Source: an optimization exercise on an open RTL-to-GDS flow (aim: small area). Production flows keep margins and buffers that such runs may drop. In this exercise RTL edits were held to simulation tests only and were not proved equivalent to the original. Power and IR drop assume default switching activity.

<file path="design.v">
module Pong #(
    parameter CLOCK_FREQ = 25000
)(
    input clock,
    input reset,
    input key0,
    input key1,
    input key2,
    input key3,
    output [6:0] segZero,
    output [6:0] segOne,
    output [6:0] segFour,
    output [6:0] segFive,
    output             resetApp,
    output             LT24Wr_n,
    output             LT24Rd_n,
    output             LT24CS_n,
    output             LT24RS,
    output             LT24Reset_n,
    output [15:0]      LT24Data,
    output             LT24LCDOn
);
reg syncKey2a, syncKey2, syncKey3a, syncKey3;
reg menuState;
always @(posedge clock) begin
    syncKey2a <= key2;
    syncKey2  <= syncKey2a;
    syncKey3a <= key3;
    syncKey3  <= syncKey3a;
    if (reset)          menuState <= 1'b1;
    else if (menuState) menuState <= syncKey2;
    else                menuState <= !syncKey3 && !key3;
end
wire engineReset = reset || menuState || !syncKey3;
reg        engineResetDly;
reg [11:0] seqCnt;
wire loopBlk = (seqCnt[11:4] == 8'hCB);
always @(posedge clock) begin
    engineResetDly <= engineReset;
    if (engineResetDly) seqCnt <= 12'd16;
    else seqCnt <= {seqCnt[11:4] + {7'b0, (&seqCnt[3:0]) && !loopBlk}, seqCnt[3:0] + 4'd1};
end
wire dispReset  = engineResetDly || (seqCnt[11:2] == 10'd4 && !(seqCnt[1] && seqCnt[0]));
wire appRun     = (seqCnt >= 12'hC99);      
wire sendRegion = (seqCnt >= 12'hBCC);      
wire pixMode    = (seqCnt >= 12'hC9B);      
wire [3:0] phase = seqCnt[3:0];             
assign resetApp    = engineResetDly || !appRun;
assign LT24Reset_n = !dispReset;
assign LT24CS_n    = 1'b0;
assign LT24Rd_n    = 1'b1;
assign LT24LCDOn   = 1'b1;
reg [5:0] padTimer, ballTimer;
wire stepSlot    = (seqCnt[1:0] == 2'd0);
wire tickSlot    = (seqCnt[1:0] == 2'd3);
wire tickPaddles = tickSlot && (padTimer == 6'd28);
wire tickBall    = tickSlot && (ballTimer == 6'd22);
always @(posedge clock) begin
    if (engineReset || engineResetDly || (stepSlot && padTimer == 6'd56)) padTimer <= 6'd0;
    else padTimer <= padTimer + {5'd0, stepSlot};
    if (engineReset || engineResetDly || (stepSlot && ballTimer == 6'd44)) ballTimer <= 6'd0;
    else ballTimer <= ballTimer + {5'd0, stepSlot};
end
reg [7:0] xBall;
reg [7:0] yBallOff;    
reg       xDir, yDir;
reg [6:0] yPadROff, yPadLOff;    
reg [3:0] scoreL, scoreR;
reg       resetBall;
reg [7:0] xPix;        
reg [8:0] yPix;
wire       xDirNext, yDirNext, nonBlack, white;
wire       padRUp, padRDown, padLUp, padLDown;
reg        aiFlag, drawFlag;
wire       aiFlagNext, drawFlagNext;
always @(posedge clock) begin
    aiFlag   <= aiFlagNext;
    drawFlag <= drawFlagNext;
end
GameLogic gameLogic (
    .slot(seqCnt[1:0]), .aiFlag(aiFlag), .drawFlag(drawFlag),
    .aiFlagNext(aiFlagNext), .drawFlagNext(drawFlagNext),
    .xBall(xBall), .yBallOff(yBallOff), .xDir(xDir), .yDir(yDir),
    .yPadROff(yPadROff), .yPadLOff(yPadLOff), .xPix(xPix), .yPix(yPix),
    .key0(key0), .key1(key1),
    .xDirNext(xDirNext), .yDirNext(yDirNext),
    .padRUp(padRUp), .padRDown(padRDown), .padLUp(padLUp), .padLDown(padLDown),
    .nonBlack(nonBlack), .white(white)
);
wire ballMove = tickBall && !resetBall;
always @(posedge clock) begin
    if (engineReset || (tickBall && resetBall)) xBall <= 8'd115;
    else xBall <= xBall + {{7{ballMove && !xDir}}, ballMove};
    if (engineReset) yBallOff <= 8'd67;    
    else yBallOff <= yBallOff + {{7{ballMove && !yDir}}, ballMove};
    if (engineReset) begin
        xDir <= 1'b0;
        yDir <= 1'b0;
    end else if (ballMove) begin
        xDir <= xDirNext;
        yDir <= yDirNext;
    end
end
wire padReset = engineReset || (tickPaddles && resetApp);
wire padStep  = tickPaddles && !resetApp;
always @(posedge clock) begin
    if (padReset) begin
        yPadROff <= 7'd55;    
        yPadLOff <= 7'd55;
    end else begin
        yPadROff <= yPadROff + {{6{padStep && padRUp}}, padStep && (padRUp || padRDown)};
        yPadLOff <= yPadLOff + {{6{padStep && padLUp}}, padStep && (padLUp || padLDown)};
    end
end
wire scoreWrap = (scoreL == 4'd11) || (scoreR == 4'd11);
always @(posedge clock) begin
    if (engineReset) begin
        scoreL <= 4'd0;
        scoreR <= 4'd0;
        resetBall <= 1'b0;
    end else if (tickBall) begin
        if (!resetApp) resetBall <= (xBall == 8'd230) || (xBall == 8'd5);
        if (resetApp || scoreWrap) begin
            scoreL <= 4'd0;
            scoreR <= 4'd0;
        end else begin
            scoreL <= scoreL + {3'd0, xBall == 8'd230};
            scoreR <= scoreR + {3'd0, xBall == 8'd5};
        end
    end
end
ScoreTo7Segment scoreRightSeg (.score(scoreR), .seg({segOne, segZero}));
ScoreTo7Segment scoreLeftSeg  (.score(scoreL), .seg({segFive, segFour}));
reg nbNext, whNext;    
reg nbCur, whCur;      
wire advance = loopBlk && (phase == 4'h7);
always @(posedge clock) begin
    if (resetApp) begin
        xPix <= 8'd0;
        yPix <= 9'd0;
        nbNext <= 1'b0;
        whNext <= 1'b0;
        nbCur <= 1'b0;
        whCur <= 1'b0;
    end else begin
        if (advance) begin
            if (xPix == 8'd239) begin
                xPix <= 8'd0;
                yPix <= (yPix == 9'd319) ? 9'd0 : yPix + 9'd1;
            end else begin
                xPix <= xPix + 8'd1;
            end
        end
        if (phase == 4'hB) begin
            nbNext <= nonBlack;
            whNext <= white;
        end
        if (phase == 4'hA) begin
            nbCur <= nbNext;
            whCur <= whNext;
        end
    end
end
wire [8:0] romv;
InitRom initRom (.romIdx(seqCnt[7:1]), .romv(romv));
localparam [15:0] PIXMASK = 16'h3186;
reg [15:0] pixData;
reg        pixRS;
always @* begin
    case (phase)
        4'hB, 4'hC: begin pixData = 16'h002A; pixRS = 1'b0; end
        4'hD, 4'hE: begin pixData = 16'h0000; pixRS = 1'b1; end
        4'hF, 4'h0: begin pixData = {8'h00, xPix}; pixRS = 1'b1; end
        4'h1, 4'h2: begin pixData = 16'h002B; pixRS = 1'b0; end
        4'h3, 4'h4: begin pixData = {15'h0000, yPix[8]}; pixRS = 1'b1; end
        4'h5, 4'h6: begin pixData = {8'h00, yPix[7:0]}; pixRS = 1'b1; end
        4'h7, 4'h8: begin pixData = 16'h002C; pixRS = 1'b0; end
        default:    begin pixData = (PIXMASK & {16{nbCur}}) | (~PIXMASK & {16{whCur}}); pixRS = 1'b1; end
    endcase
end
assign LT24Data = pixMode ? pixData : (sendRegion ? {8'h00, romv[7:0]} : 16'h0000);
assign LT24RS   = pixMode ? pixRS   : (sendRegion ? romv[8] : 1'b1);
assign LT24Wr_n = pixMode ? !seqCnt[0] : (sendRegion && seqCnt[0]);
endmodule
module GameLogic (
    input  [1:0] slot,
    input  [7:0] xBall,
    input  [7:0] yBallOff,
    input        xDir,
    input        yDir,
    input  [6:0] yPadROff,
    input  [6:0] yPadLOff,
    input  [7:0] xPix,
    input  [8:0] yPix,
    input        key0,
    input        key1,
    input        aiFlag,
    input        drawFlag,
    output       aiFlagNext,
    output       drawFlagNext,
    output       xDirNext,
    output       yDirNext,
    output       padRUp,
    output       padRDown,
    output       padLUp,
    output       padLDown,
    output       nonBlack,
    output       white
);
wire s0 = (slot == 2'd0);
wire s1 = (slot == 2'd1);
wire s2 = (slot == 2'd2);
wire       padSel = s2 ? xPix[7] : (!s0 && xBall[7]);
wire [8:0] opA = (s1 || s2) ? yPix : {1'b0, yBallOff};
wire [7:0] opB = s1 ? yBallOff : {1'b0, (padSel ? yPadROff : yPadLOff)};
wire [9:0] d   = {1'b0, opA} - {2'b0, opB};
wire [9:0] dB  = d + 10'd8;            
wire padLe0 = d[9] || (d <= 10'd12);
wire padGe0 = !d[9] && (d >= 10'd12);
wire in20   = (dB <= 10'd40);
wire in4    = (d >= 10'd169) && (d <= 10'd177);
wire in14   = (d >= 10'd171) && (d <= 10'd199);
wire x210  = (xBall == 8'd210);
wire x30   = (xBall == 8'd30);
wire x10   = (xBall == 8'd10);
wire colR  = x210 && in20;
wire colL  = x30 && in20;
wire hc1   = (colR || colL) && padLe0;
wire hc0   = (colR || (x10 && in20)) && padGe0;
assign xDirNext = colR ? 1'b0 : (colL ? 1'b1 : xDir);
assign yDirNext = yDir ? !(hc1 || yBallOff > 8'd137) : ((!hc1 && hc0) || yBallOff < 8'd2);
assign aiFlagNext = s0 ? padLe0 : aiFlag;
wire leftDown = xDir ? (yPadLOff < 7'd54) : !aiFlag;    
wire leftUp   = xDir ? (yPadLOff > 7'd56) : aiFlag;     
assign padRDown = !key1 && (yPadROff != 7'd120);
assign padRUp   = !padRDown && !key0 && (yPadROff != 7'd0);
assign padLDown = leftDown && (yPadLOff != 7'd120);
assign padLUp   = !padLDown && leftUp && (yPadLOff != 7'd0);
wire [8:0] dxBall = {1'b0, xPix} - {1'b0, xBall};
wire ballCol  = (xBall >= 8'd5) && (dxBall[8] ? (dxBall >= 9'd507) : (dxBall <= 9'd3));   
wire padCol   = ((xPix >= 8'd215) && (xPix <= 8'd223)) || ((xPix >= 8'd15) && (xPix <= 8'd23));
assign drawFlagNext = s1 ? (ballCol && in4) : (s2 ? (drawFlag || (padCol && in14)) : drawFlag);
wire drawWall = (xPix <= 8'd237) && (yPix >= 9'd166) && (yPix <= 9'd169);
assign nonBlack = drawWall || drawFlag;
assign white    = !drawWall && drawFlag;
endmodule
module InitRom(romIdx, romv);
  input [6:0] romIdx;
  wire [6:0] romIdx;
  output [8:0] romv;
  wire [8:0] romv;
  wire _0_;
  wire _100_;
  wire _101_;
  wire _102_;
  wire _103_;
  wire _104_;
  wire _105_;
  wire _106_;
  wire _107_;
  wire _108_;
  wire _109_;
  wire _10_;
  wire _110_;
  wire _111_;
  wire _112_;
  wire _113_;
  wire _114_;
  wire _115_;
  wire _116_;
  wire _117_;
  wire _118_;
  wire _119_;
  wire _11_;
  wire _120_;
  wire _121_;
  wire _122_;
  wire _123_;
  wire _124_;
  wire _125_;
  wire _126_;
  wire _127_;
  wire _128_;
  wire _129_;
  wire _12_;
  wire _130_;
  wire _131_;
  wire _132_;
  wire _133_;
  wire _134_;
  wire _135_;
  wire _136_;
  wire _137_;
  wire _138_;
  wire _139_;
  wire _13_;
  wire _140_;
  wire _141_;
  wire _142_;
  wire _143_;
  wire _144_;
  wire _145_;
  wire _146_;
  wire _147_;
  wire _148_;
  wire _149_;
  wire _14_;
  wire _150_;
  wire _151_;
  wire _152_;
  wire _153_;
  wire _154_;
  wire _155_;
  wire _156_;
  wire _157_;
  wire _158_;
  wire _159_;
  wire _15_;
  wire _160_;
  wire _161_;
  wire _162_;
  wire _163_;
  wire _164_;
  wire _165_;
  wire _166_;
  wire _167_;
  wire _168_;
  wire _169_;
  wire _16_;
  wire _170_;
  wire _171_;
  wire _172_;
  wire _173_;
  wire _174_;
  wire _175_;
  wire _176_;
  wire _177_;
  wire _178_;
  wire _179_;
  wire _17_;
  wire _180_;
  wire _181_;
  wire _182_;
  wire _183_;
  wire _184_;
  wire _185_;
  wire _186_;
  wire _187_;
  wire _188_;
  wire _189_;
  wire _18_;
  wire _190_;
  wire _191_;
  wire _192_;
  wire _193_;
  wire _194_;
  wire _195_;
  wire _196_;
  wire _197_;
  wire _198_;
  wire _199_;
  wire _19_;
  wire _1_;
  wire _200_;
  wire _201_;
  wire _202_;
  wire _203_;
  wire _204_;
  wire _205_;
  wire _206_;
  wire _207_;
  wire _208_;
  wire _209_;
  wire _20_;
  wire _210_;
  wire _211_;
  wire _212_;
  wire _213_;
  wire _214_;
  wire _215_;
  wire _216_;
  wire _217_;
  wire _218_;
  wire _219_;
  wire _21_;
  wire _220_;
  wire _221_;
  wire _222_;
  wire _223_;
  wire _224_;
  wire _225_;
  wire _226_;
  wire _227_;
  wire _228_;
  wire _229_;
  wire _22_;
  wire _230_;
  wire _231_;
  wire _232_;
  wire _233_;
  wire _234_;
  wire _235_;
  wire _236_;
  wire _237_;
  wire _238_;
  wire _239_;
  wire _23_;
  wire _240_;
  wire _241_;
  wire _242_;
  wire _243_;
  wire _244_;
  wire _245_;
  wire _246_;
  wire _247_;
  wire _248_;
  wire _249_;
  wire _24_;
  wire _250_;
  wire _251_;
  wire _25_;
  wire _26_;
  wire _27_;
  wire _28_;
  wire _29_;
  wire _2_;
  wire _30_;
  wire _31_;
  wire _32_;
  wire _33_;
  wire _34_;
  wire _35_;
  wire _36_;
  wire _37_;
  wire _38_;
  wire _39_;
  wire _3_;
  wire _40_;
  wire _41_;
  wire _42_;
  wire _43_;
  wire _44_;
  wire _45_;
  wire _46_;
  wire _47_;
  wire _48_;
  wire _49_;
  wire _4_;
  wire _50_;
  wire _51_;
  wire _52_;
  wire _53_;
  wire _54_;
  wire _55_;
  wire _56_;
  wire _57_;
  wire _58_;
  wire _59_;
  wire _5_;
  wire _60_;
  wire _61_;
  wire _62_;
  wire _63_;
  wire _64_;
  wire _65_;
  wire _66_;
  wire _67_;
  wire _68_;
  wire _69_;
  wire _6_;
  wire _70_;
  wire _71_;
  wire _72_;
  wire _73_;
  wire _74_;
  wire _75_;
  wire _76_;
  wire _77_;
  wire _78_;
  wire _79_;
  wire _7_;
  wire _80_;
  wire _81_;
  wire _82_;
  wire _83_;
  wire _84_;
  wire _85_;
  wire _86_;
  wire _87_;
  wire _88_;
  wire _89_;
  wire _8_;
  wire _90_;
  wire _91_;
  wire _92_;
  wire _93_;
  wire _94_;
  wire _95_;
  wire _96_;
  wire _97_;
  wire _98_;
  wire _99_;
  wire _9_;
  assign _235_ = ~romIdx[6];
  assign _234_ = romIdx[5] | ~(romIdx[3]);
  assign _233_ = romIdx[4] ? _235_ : _234_;
  assign _232_ = romIdx[2] | ~(romIdx[1]);
  assign _231_ = _232_ | _233_;
  assign _230_ = ~(romIdx[4] | romIdx[6]);
  assign _229_ = romIdx[5] | ~(romIdx[1]);
  assign _228_ = _230_ & ~(_229_);
  assign _227_ = _231_ & ~(_228_);
  assign _226_ = romIdx[3] & ~(_227_);
  assign _225_ = ~romIdx[0];
  assign _224_ = romIdx[1] | ~(romIdx[4]);
  assign _223_ = ~(romIdx[3] & romIdx[2]);
  assign _222_ = _223_ | _224_;
  assign _221_ = romIdx[5] & ~(_222_);
  assign _220_ = _221_ | _225_;
  assign _219_ = ~romIdx[5];
  assign _218_ = romIdx[3] | ~(romIdx[1]);
  assign _217_ = _218_ | _219_;
  assign _216_ = ~romIdx[2];
  assign _215_ = romIdx[4] | romIdx[6];
  assign _214_ = _215_ | _216_;
  assign _213_ = _217_ & ~(_214_);
  assign _212_ = romIdx[5] & ~(romIdx[6]);
  assign _211_ = ~romIdx[4];
  assign _210_ = ~(romIdx[1] & romIdx[2]);
  assign _209_ = _210_ | _211_;
  assign _208_ = _212_ & ~(_209_);
  assign _207_ = _208_ | _213_;
  assign _206_ = _207_ | _220_;
  assign _205_ = _206_ | _226_;
  assign _204_ = romIdx[3] | romIdx[1];
  assign _203_ = ~_204_;
  assign _202_ = _230_ | romIdx[2];
  assign _201_ = _203_ & ~(_202_);
  assign _200_ = _201_ | _205_;
  assign _199_ = romIdx[2] | ~(romIdx[5]);
  assign _198_ = romIdx[0] | ~(romIdx[4]);
  assign _197_ = _198_ | _218_;
  assign _196_ = _199_ & ~(_197_);
  assign _195_ = _196_ | _212_;
  assign _194_ = romIdx[3] & ~(romIdx[2]);
  assign _193_ = _212_ & ~(_194_);
  assign _192_ = _193_ | _211_;
  assign _191_ = _195_ & ~(_192_);
  assign _190_ = _225_ & ~(_191_);
  assign _189_ = romIdx[6] & ~(_224_);
  assign _188_ = _189_ & _194_;
  assign _187_ = _219_ & ~(_222_);
  assign _186_ = _187_ | _188_;
  assign _185_ = _190_ & ~(_186_);
  assign _184_ = _200_ & ~(_185_);
  assign _183_ = _234_ | romIdx[4];
  assign _182_ = ~(_210_ | _183_);
  assign _181_ = _211_ & ~(_199_);
  assign _180_ = _181_ & ~(_218_);
  assign _179_ = _180_ | _182_;
  assign romv[4] = _179_ | _184_;
  assign _178_ = _235_ & ~(_183_);
  assign _177_ = _178_ & ~(_205_);
  assign _176_ = romIdx[2] & ~(_212_);
  assign _175_ = romIdx[0] | ~(romIdx[5]);
  assign _174_ = _175_ | _204_;
  assign _173_ = _176_ & ~(_174_);
  assign _172_ = _173_ | _177_;
  assign _171_ = romIdx[6] & ~(romIdx[2]);
  assign _170_ = _171_ & ~(_217_);
  assign _169_ = ~(_210_ | _233_);
  assign _168_ = romIdx[4] | ~(romIdx[6]);
  assign _167_ = romIdx[5] & ~(_168_);
  assign _166_ = romIdx[2] ? romIdx[1] : romIdx[5];
  assign _165_ = _167_ & ~(_166_);
  assign _164_ = _165_ | _220_;
  assign _163_ = _164_ | _169_;
  assign _162_ = _176_ | ~(_232_);
  assign _161_ = ~(_223_ & _235_);
  assign _160_ = _162_ & ~(_161_);
  assign _159_ = ~(_160_ | _167_);
  assign _158_ = _210_ | _235_;
  assign _157_ = _219_ & ~(_158_);
  assign _156_ = _157_ | romIdx[0];
  assign _155_ = _159_ & ~(_156_);
  assign _154_ = _163_ & ~(_155_);
  assign _153_ = _154_ | _170_;
  assign romv[7] = _153_ | _172_;
  assign _152_ = ~_166_;
  assign _151_ = ~romIdx[3];
  assign _150_ = _215_ | _151_;
  assign _149_ = _151_ & ~(_168_);
  assign _148_ = _149_ | ~(_150_);
  assign _147_ = _148_ & ~(_152_);
  assign _146_ = _211_ & ~(_148_);
  assign _145_ = _224_ | romIdx[6];
  assign _144_ = romIdx[3] & ~(_145_);
  assign _143_ = romIdx[0] | ~(romIdx[2]);
  assign _142_ = _143_ | _144_;
  assign _141_ = _142_ | _146_;
  assign _140_ = romIdx[3] | ~(romIdx[4]);
  assign _139_ = romIdx[4] | ~(romIdx[1]);
  assign _138_ = _225_ & ~(_139_);
  assign _137_ = _140_ & ~(_138_);
  assign _136_ = _137_ | _219_;
  assign _135_ = ~(romIdx[2] | romIdx[0]);
  assign _134_ = romIdx[2] & romIdx[0];
  assign _133_ = ~(_134_ | _135_);
  assign _132_ = _133_ | _189_;
  assign _131_ = _136_ & ~(_132_);
  assign _130_ = _141_ & ~(_131_);
  assign _129_ = _130_ | _147_;
  assign _128_ = _129_ | _172_;
  assign _127_ = _178_ | romIdx[1];
  assign _126_ = romIdx[1] & ~(_150_);
  assign _125_ = _234_ & ~(_230_);
  assign _124_ = _125_ | _225_;
  assign _123_ = _124_ | _126_;
  assign _122_ = _127_ & ~(_123_);
  assign _121_ = ~(romIdx[5] | romIdx[0]);
  assign _120_ = _218_ | _230_;
  assign _119_ = _121_ & ~(_120_);
  assign _118_ = ~_224_;
  assign _117_ = _223_ | _235_;
  assign _116_ = _118_ & ~(_117_);
  assign _115_ = _116_ | _119_;
  assign _114_ = ~(_115_ | _122_);
  assign _113_ = ~(_168_ | _204_);
  assign _112_ = romIdx[2] | ~(romIdx[0]);
  assign _111_ = _112_ | ~(_145_);
  assign _110_ = _111_ | _113_;
  assign _109_ = _114_ & ~(_110_);
  assign _108_ = _128_ & ~(_109_);
  assign _107_ = _203_ & ~(_108_);
  assign _106_ = romIdx[6] ? _211_ : _223_;
  assign _105_ = _157_ | _178_;
  assign _104_ = _106_ & ~(_105_);
  assign _103_ = _225_ & ~(_104_);
  assign _102_ = ~(romIdx[1] & romIdx[0]);
  assign _101_ = _104_ & ~(_102_);
  assign _100_ = romIdx[5] & ~(romIdx[1]);
  assign _99_ = ~_100_;
  assign _98_ = _99_ & ~(_193_);
  assign _97_ = _222_ & ~(_98_);
  assign _96_ = _97_ | _101_;
  assign _95_ = _96_ | _103_;
  assign _94_ = _95_ | _107_;
  assign _93_ = _167_ & ~(_94_);
  assign _92_ = _94_ & ~(_216_);
  assign _91_ = _230_ & ~(_92_);
  assign _90_ = _122_ & ~(_91_);
  assign _89_ = _90_ | _93_;
  assign _88_ = _99_ & ~(_117_);
  assign _87_ = _88_ | _180_;
  assign _86_ = ~(romIdx[4] & romIdx[0]);
  assign _85_ = _86_ | romIdx[5];
  assign _84_ = ~(_194_ & romIdx[6]);
  assign _83_ = _175_ & ~(_84_);
  assign _82_ = _83_ | ~(_85_);
  assign romv[8] = _82_ | _94_;
  assign _81_ = _87_ & ~(romv[8]);
  assign _80_ = ~romIdx[1];
  assign _79_ = _80_ & ~(_234_);
  assign _78_ = ~(_79_ | _150_);
  assign _77_ = _197_ & ~(_78_);
  assign _76_ = _152_ & ~(_77_);
  assign _75_ = _100_ | _171_;
  assign _74_ = _86_ | _151_;
  assign _73_ = _75_ & ~(_74_);
  assign _72_ = _73_ | _76_;
  assign _71_ = _216_ & ~(_72_);
  assign _70_ = _224_ & ~(_216_);
  assign _69_ = _235_ & ~(_70_);
  assign _68_ = _212_ & ~(romIdx[0]);
  assign _67_ = _158_ & ~(_68_);
  assign _66_ = _67_ & ~(_69_);
  assign _65_ = romIdx[3] & ~(_168_);
  assign _64_ = _65_ | _66_;
  assign _63_ = _64_ | _71_;
  assign _62_ = romIdx[4] & romIdx[5];
  assign _61_ = ~(_62_ & _223_);
  assign _60_ = ~(_61_ | _63_);
  assign _59_ = _157_ | _188_;
  assign _58_ = _79_ & _134_;
  assign _57_ = _138_ & _149_;
  assign _56_ = _57_ | _58_;
  assign _55_ = _56_ | _59_;
  assign _54_ = _181_ & ~(_204_);
  assign _53_ = ~(_209_ | _234_);
  assign _52_ = _53_ | _54_;
  assign _51_ = _112_ | _140_;
  assign _50_ = _99_ & ~(_51_);
  assign _49_ = ~(romIdx[1] | romIdx[0]);
  assign _48_ = _49_ & ~(_150_);
  assign _47_ = _48_ | _50_;
  assign _46_ = _47_ | _52_;
  assign _45_ = _46_ | _55_;
  assign _44_ = _45_ | _60_;
  assign _43_ = _44_ | _81_;
  assign romv[3] = _43_ | _89_;
  assign _42_ = _234_ | ~(_139_);
  assign _41_ = _42_ | ~(_69_);
  assign _40_ = ~(_41_ & _190_);
  assign _39_ = _140_ | romIdx[6];
  assign _38_ = _39_ | _152_;
  assign _37_ = _38_ | _160_;
  assign _36_ = _220_ | ~(_227_);
  assign _35_ = _37_ & ~(_36_);
  assign _34_ = _40_ & ~(_35_);
  assign _33_ = _80_ & ~(_85_);
  assign _32_ = ~(romIdx[3] & romIdx[1]);
  assign _31_ = _68_ & ~(_32_);
  assign _30_ = ~(_31_ | _33_);
  assign _29_ = ~(_30_ | _133_);
  assign _28_ = _55_ | _87_;
  assign _27_ = _28_ | _29_;
  assign romv[5] = _27_ | _34_;
  assign _26_ = ~(_68_ | _140_);
  assign _25_ = _135_ & ~(_145_);
  assign _24_ = _25_ & ~(_26_);
  assign _23_ = romIdx[3] | ~(romIdx[0]);
  assign _22_ = _181_ & ~(_23_);
  assign _21_ = _22_ | _24_;
  assign _20_ = _21_ | _89_;
  assign _19_ = _20_ & ~(romIdx[2]);
  assign _18_ = _198_ & ~(_63_);
  assign _17_ = _135_ | romIdx[5];
  assign _16_ = _17_ & ~(_171_);
  assign _15_ = _16_ | _140_;
  assign _14_ = _167_ & ~(_112_);
  assign _13_ = _15_ & ~(_14_);
  assign _12_ = _13_ | romIdx[1];
  assign _11_ = ~(_12_ & _114_);
  assign _10_ = _11_ | _18_;
  assign romv[1] = _10_ | _19_;
  assign _9_ = _234_ | _235_;
  assign _8_ = _9_ | ~(_162_);
  assign _7_ = ~(_8_ & _30_);
  assign romv[0] = _7_ | _108_;
  assign _6_ = _18_ & ~(_204_);
  assign _5_ = _121_ | ~(_140_);
  assign _4_ = _5_ | _65_;
  assign _3_ = _26_ | _210_;
  assign _2_ = _4_ & ~(_3_);
  assign _1_ = _2_ | _72_;
  assign _0_ = _1_ | _172_;
  assign _251_ = _0_ | _6_;
  assign romv[2] = _251_ | _20_;
  assign _250_ = ~(_136_ | _159_);
  assign _249_ = _183_ & ~(_232_);
  assign _248_ = _249_ & ~(_125_);
  assign _247_ = _218_ & ~(_230_);
  assign _246_ = _176_ & ~(_247_);
  assign _245_ = _246_ | romIdx[0];
  assign _244_ = _245_ | _248_;
  assign _243_ = romIdx[5] & ~(_117_);
  assign _242_ = romIdx[4] & romIdx[6];
  assign _241_ = _242_ & ~(_218_);
  assign _240_ = _241_ | _54_;
  assign _239_ = _240_ | _243_;
  assign _238_ = _239_ | _220_;
  assign _237_ = ~(_238_ | _172_);
  assign _236_ = _244_ & ~(_237_);
  assign romv[6] = _236_ | _250_;
endmodule
module ScoreTo7Segment(score, seg);
  input [3:0] score;
  wire [3:0] score;
  output [13:0] seg;
  wire [13:0] seg;
  wire _0_;
  wire _1_;
  wire _2_;
  wire _3_;
  wire _4_;
  wire _5_;
  wire _6_;
  wire _7_;
  wire _8_;
  wire _9_;
  assign _7_ = score[0] | score[1];
  assign _6_ = score[2] & ~(_7_);
  assign _5_ = ~score[0];
  assign _4_ = ~(score[2] | score[3]);
  assign _8_ = score[1] ? score[3] : _4_;
  assign _9_ = _8_ & ~(_5_);
  assign seg[6] = _9_ | _6_;
  assign seg[2] = _6_ | score[0];
  assign _0_ = ~(score[0] & score[1]);
  assign _1_ = ~(_4_ & _7_);
  assign seg[1] = ~(_1_ & _0_);
  assign _2_ = score[2] & ~(_0_);
  assign seg[3] = _2_ | seg[6];
  assign _3_ = ~(_7_ & score[2]);
  assign seg[5] = _0_ & ~(_3_);
  assign seg[0] = _2_ | _8_;
  assign seg[8] = score[1] & score[3];
  assign seg[4] = _5_ & ~(_1_);
  assign { seg[13:9], seg[7] } = { seg[8], 2'h0, seg[8], seg[8], 1'h1 };
endmodule
</file>
<file path="flow/run.sh">
#!/bin/bash
# Layout flow: the standard layout (standard.sh, all ORFS steps and settings)
# with two changes:
#  - synthesis: the final ABC technology mapping uses the area-oriented script
#    flow/area.abc instead of ORFS's; the rest of synth_recipe.tcl is unchanged,
#    so the registers are the standard synthesis's;
#  - port buffering uses the smallest buffer cell (sky130_fd_sc_hd__buf_1);
#  - adders are left to ABC (ADDER_MAP_FILE empty) instead of being mapped to
#    half/full adder cells before it.
# The make output goes to flow_make.log; ORFS writes each step's log under orfs/logs.
set -euo pipefail
W=$(pwd)
cat "$W/flow/abc_override.tcl" "$W/synth_recipe.tcl" > "$W/area_synth.tcl"
export AREA_ABC_SCRIPT="$W/flow/area.abc"
sed -e "s#SYNTH_SCRIPT=[^ ]*#SYNTH_SCRIPT=$W/area_synth.tcl 'BUFFER_PORTS_ARGS=-buffer_cell sky130_fd_sc_hd__buf_1' ADDER_MAP_FILE=#" \
    "$W/standard.sh" > "$W/area_standard.sh"
bash "$W/area_standard.sh" > "$W/flow_make.log" 2>&1
test -s "$W/out/final.def"
</file>
<file path="flow/abc_override.tcl">
# Run ABC's final technology mapping with an area-oriented script (AREA_ABC_SCRIPT)
# instead of ORFS's; everything else in the standard synthesis is unchanged.
proc abc {args} {
  set out {}
  set i 0
  while {$i < [llength $args]} {
    set a [lindex $args $i]
    if {$a eq "-script"} {
      incr i
      lappend out -script $::env(AREA_ABC_SCRIPT)
    } else {
      lappend out $a
    }
    incr i
  }
  yosys abc {*}$out
}
</file>
<file path="flow/area.abc">
strash
dc2
dch -f
amap
strash
dc2
dch -f
amap
</file>
<file path="standard.sh">
#!/bin/bash
# synth_recipe.tcl (not shown) runs the flow's synth.tcl, then flattens the netlist and writes it again
# the make line also repeats each setting of config.mk as NAME=value (left out here)
make -C /OpenROAD-flow-scripts/flow DESIGN_CONFIG=/design/flow/config.mk WORK_HOME=/design/flow/orfs CLKGATE_MAP_FILE= SYNTH_SCRIPT=/design/flow/synth_recipe.tcl "${@:-finish}"
</file>
<file path="config.mk">
export PLATFORM = sky130hd
export DESIGN_NAME = Pong
export DESIGN_NICKNAME = Pong
export VERILOG_FILES = /design/flow/design.v
export SDC_FILE = /design/flow/constraint.sdc
export NUM_CORES = 4
export LEC_CHECK = 0
export CAP_MARGIN = 20
export CORE_MARGIN = 2
export CORE_UTILIZATION = 40
export SLEW_MARGIN = 20
</file>
<file path="constraint.sdc">
create_clock -name core_clock -period 12.0 [get_ports {clock}]
set_input_delay 2.4000 -clock core_clock [delete_from_list [all_inputs] [get_ports {clock}]]
set_output_delay 2.4000 -clock core_clock [all_outputs]
set_load 0.01 [all_outputs]
</file>
==> results.json <==
{
  "drcViolationCount": 0,
  "antenna_found_initial": 0,
  "drv_slew": 0,
  "cp.required_ns": 9.60,
  "status": "complete, no violations",
  "wl_per_cell_um": 15.3,
  "power.leakage_nw": 2.14,
  "crit_family": "compound AO/OA/AOI/OAI gates",
  "postCtsHoldBufs": 0,
  "antenna_left": 0,
  "first_pass_iters": 5,
  "synth_top_area_share_pct": 28.2,
  "die_y_um": 132,
  "clock_sinks": 94,
  "powerDensity_nw_per_um2": 88.1,
  "critical_path_class": "register to output port",
  "gp_congestion": 0.972,
  "synthCells": 1015,
  "syn2layout_area_growth_pct": 9.51,
  "synthTopCellsByArea": "dfxtp_1 (28%), nor2_1 (14%), clkinv_1 (7.8%)",
  "fp-row-count": 46,
  "ys_types": 49,
  "period_needed_ns": 7.76,
  "mostFrequentLayoutCell": "nor2_1",
  "synth_ff_type": "dfxtp_1",
  "cts_setup_buffers": 0,
  "tightestPinTransition_ns": 1.08,
  "viasPerCell": 5.63,
  "path_buf_inv": 2,
  "grt-ovfl-total": 0,
  "die_w_um": 132,
  "fin_tns_setup_ns": 0,
  "most-common-layout-cells": "nor2_1 (241), clkinv_1 (136), o21ai_0 (97)",
  "clk_pin_slew_ns": 0.07,
  "rsz0062_at_grt": "false",
  "async_flop_share_pct": 0,
  "initial_core_util_pct": 40.9,
  "critPathCaptureType": "output port",
  "fin_skew_ns": 0.0105,
  "avgSynthCellArea_um2": 6.43,
  "path_common_cell": "o21ai_0",
  "antenna-diode-count": 0,
  "cts_made_buffers": 9,
  "die_area_um2": 17400,
  "ys_seq_area_share_pct": 29.1,
  "placed_cell_area_um2": 6860,
  "yosysWarnings": 1,
  "setup_viol": 0,
  "slowest_delay_ns": 0.65,
  "grt_pass1_wl_um": 32500,
  "timing.fmax_mhz": 129,
  "clkLatencyLatePin_ns": 0.35,
  "totalWireLength_um": 19600,
  "synth_area_um2": 6530,
  "cts_resized": 0,
  "grt_max_degree": 19,
  "hpwl_um": 15300,
  "post-route-period-util_pct": 64.6,
  "final_layout_size_suffix_gt1_share_pct": 1.59,
  "synth-seq-cells": 94,
  "cts_root_buffer": "clkbuf_16",
  "grt_pass1_vias": 6530,
  "grt_usage_pct": 22.7,
  "cp_slowest_cell": "dfxtp_1",
  "ir_drop_uv": 67.2,
  "synth_top_cell_by_area": "dfxtp_1",
  "port_buffers": 47,
  "max_cap_viol_count": 0,
  "synth_edf_count": 2,
  "drt_iter0_markers": 778,
  "core_area_um2": 15900,
  "slew_headroom_pct": 26.3,
  "htreeDepth": 3,
  "crit_arrival_ns": 5.36,
  "path_cells": "clkinv_1, nor2_1, a211oi_1, a311oi_1, o21ai_0, o31ai_1, o21ai_0, a221oi_1, o21ai_0, a21oi_1, o22ai_1, a311oi_1, or2_0, a31oi_1, or3_1, buf_1",
  "post-route-cell-area_um2": 7150,
  "clock_path_buffers": 2,
  "crit_path_start_kind": "register",
  "final_nets": 1067,
  "path_max_fanout": 17,
  "hold_viol": 0,
  "worstHoldPathType": "register to register",
  "cts_tree": "yes",
  "io_pins": 57,
  "vias": 7219,
  "finalPower_uw": 630
}
logic make-up (layout without fill, tap and decap cells):
family / Yosys count / count (layout) / synth area share (%)
other cells: 2 / 9 / 0.115
simple gates: 449 / 449 / 30.1
xor+xnor: 1 / 1 / 0.134
compound gates: 312 / 312 / 30.3
flops: 94 / 94 / 29.1
buf+inv: 157 / 201 / 10.2
power breakdown:
part           internal, mW  leakage [nW]  switching [mW]
clock                 0.161         0.143           0.126
sequential            0.315         0.763         0.00141
combinational       0.00749          1.24          0.0182
total                 0.484          2.14           0.146
through the flow:
step / instances / util (%) / setup slack, ns / hold slack, ns
after floorplan: 1022 / - / 5.84 / 0.310
after global placement: 1266 / 43.0 / 4.85 / 0.311
after detailed placement: 1266 / 43.0 / 4.85 / 0.314
after CTS: 1282 / 44.8 / 4.45 / 0.331
after global routing: 1282 / 44.8 / 3.89 / 0.336
final: 1282 / 44.8 / 4.24 / 0.328
per-layer routing:
| metal | GRT usage (%) | routed length [um] | up-vias |
|---|---|---|---|
| met2 | 34.4 | 8250 | 245 |
| met3 | 4.15 | 1040 | 45 |
| met4 | 7.85 | 476 | 0 |
| li1 | - | - | 3733 |
| met5 | 0 | 0 | - |
| met1 | 32.3 | 9860 | 3196 |
synth_stat cells (4+ instances only):
master     instances
nor2_1           241
or3_1              7
o21ai_0           97
nor4_1            22
o22ai_1           25
o311ai_0           6
o31ai_1            6
nand2_1           67
nor3_1            47
o41ai_1            5
a211oi_1          27
o21a_1            10
nand3_1           20
o211ai_1           4
buf_4             21
nand4_1           10
o22a_1             5
clkinv_1         136
and2_0             4
a311oi_1           7
a221oi_1           4
a2111oi_0          5
a22oi_1           11
or4_1              5
or2_0             13
a31oi_1           16
a21oi_1           59
nor2b_1            5
dfxtp_1           92
worst paths after layout:
path	start	slack, ns	cells past startpoint	end
worst min register to register	syncKey3a	0.33	0	syncKey3
worst max-delay path	seqCnt[2]	4.24	16	LT24Data[1]
worst max register to register	seqCnt[1]	5.70	29	drawFlag
worst min-delay path	syncKey3a	0.33	0	syncKey3
layout make-up:
class                      count  area (um2)
clock buffer                  10         229
fill                        1769        8790
multi-input combinational    771        3980
sequential                    94        1900
inverter                     136         510
clock inverter                 6        61.3
timing repair buffer          49         191
tap                          216         270
sequential cells by signal (all words and copies together) (netlist names), 4 cells and up:
name	count
seqCnt	12
yPix	9
xBall	8
xPix	8
yBallOff	8
yPadLOff	7
yPadROff	7
ballTimer	6
padTimer	6
scoreL	4
scoreR	4

## port drivers added, routing unchanged
In the flow no input, the clock included, has a driving cell. The finished layout below was timed again as built, in two steps.
Step 1 assumes that a clkbuf_16 drives the clock port and a buf_2 every other input.
Step 2, shift: input delay + t, output delay - t, t = (earliest + latest rising clock arrival at the registers) / 2. This alone moves slack from input paths to output paths.
Three values: ideal ports, drivers, drivers and shift; two values: the first two.
t (ns): 0.389
setup slack, ns: 4.245 / 4.201 / 4.590
hold WS [ns]: 0.328 / 0.328 / 0.328
slew at the worst register clock pin (ns): 0.07 / 0.07
After both steps this run still meets setup and hold. For this run, drivers alone change the setup slack by -0.044 ns; drivers and shift together by +0.345 ns.
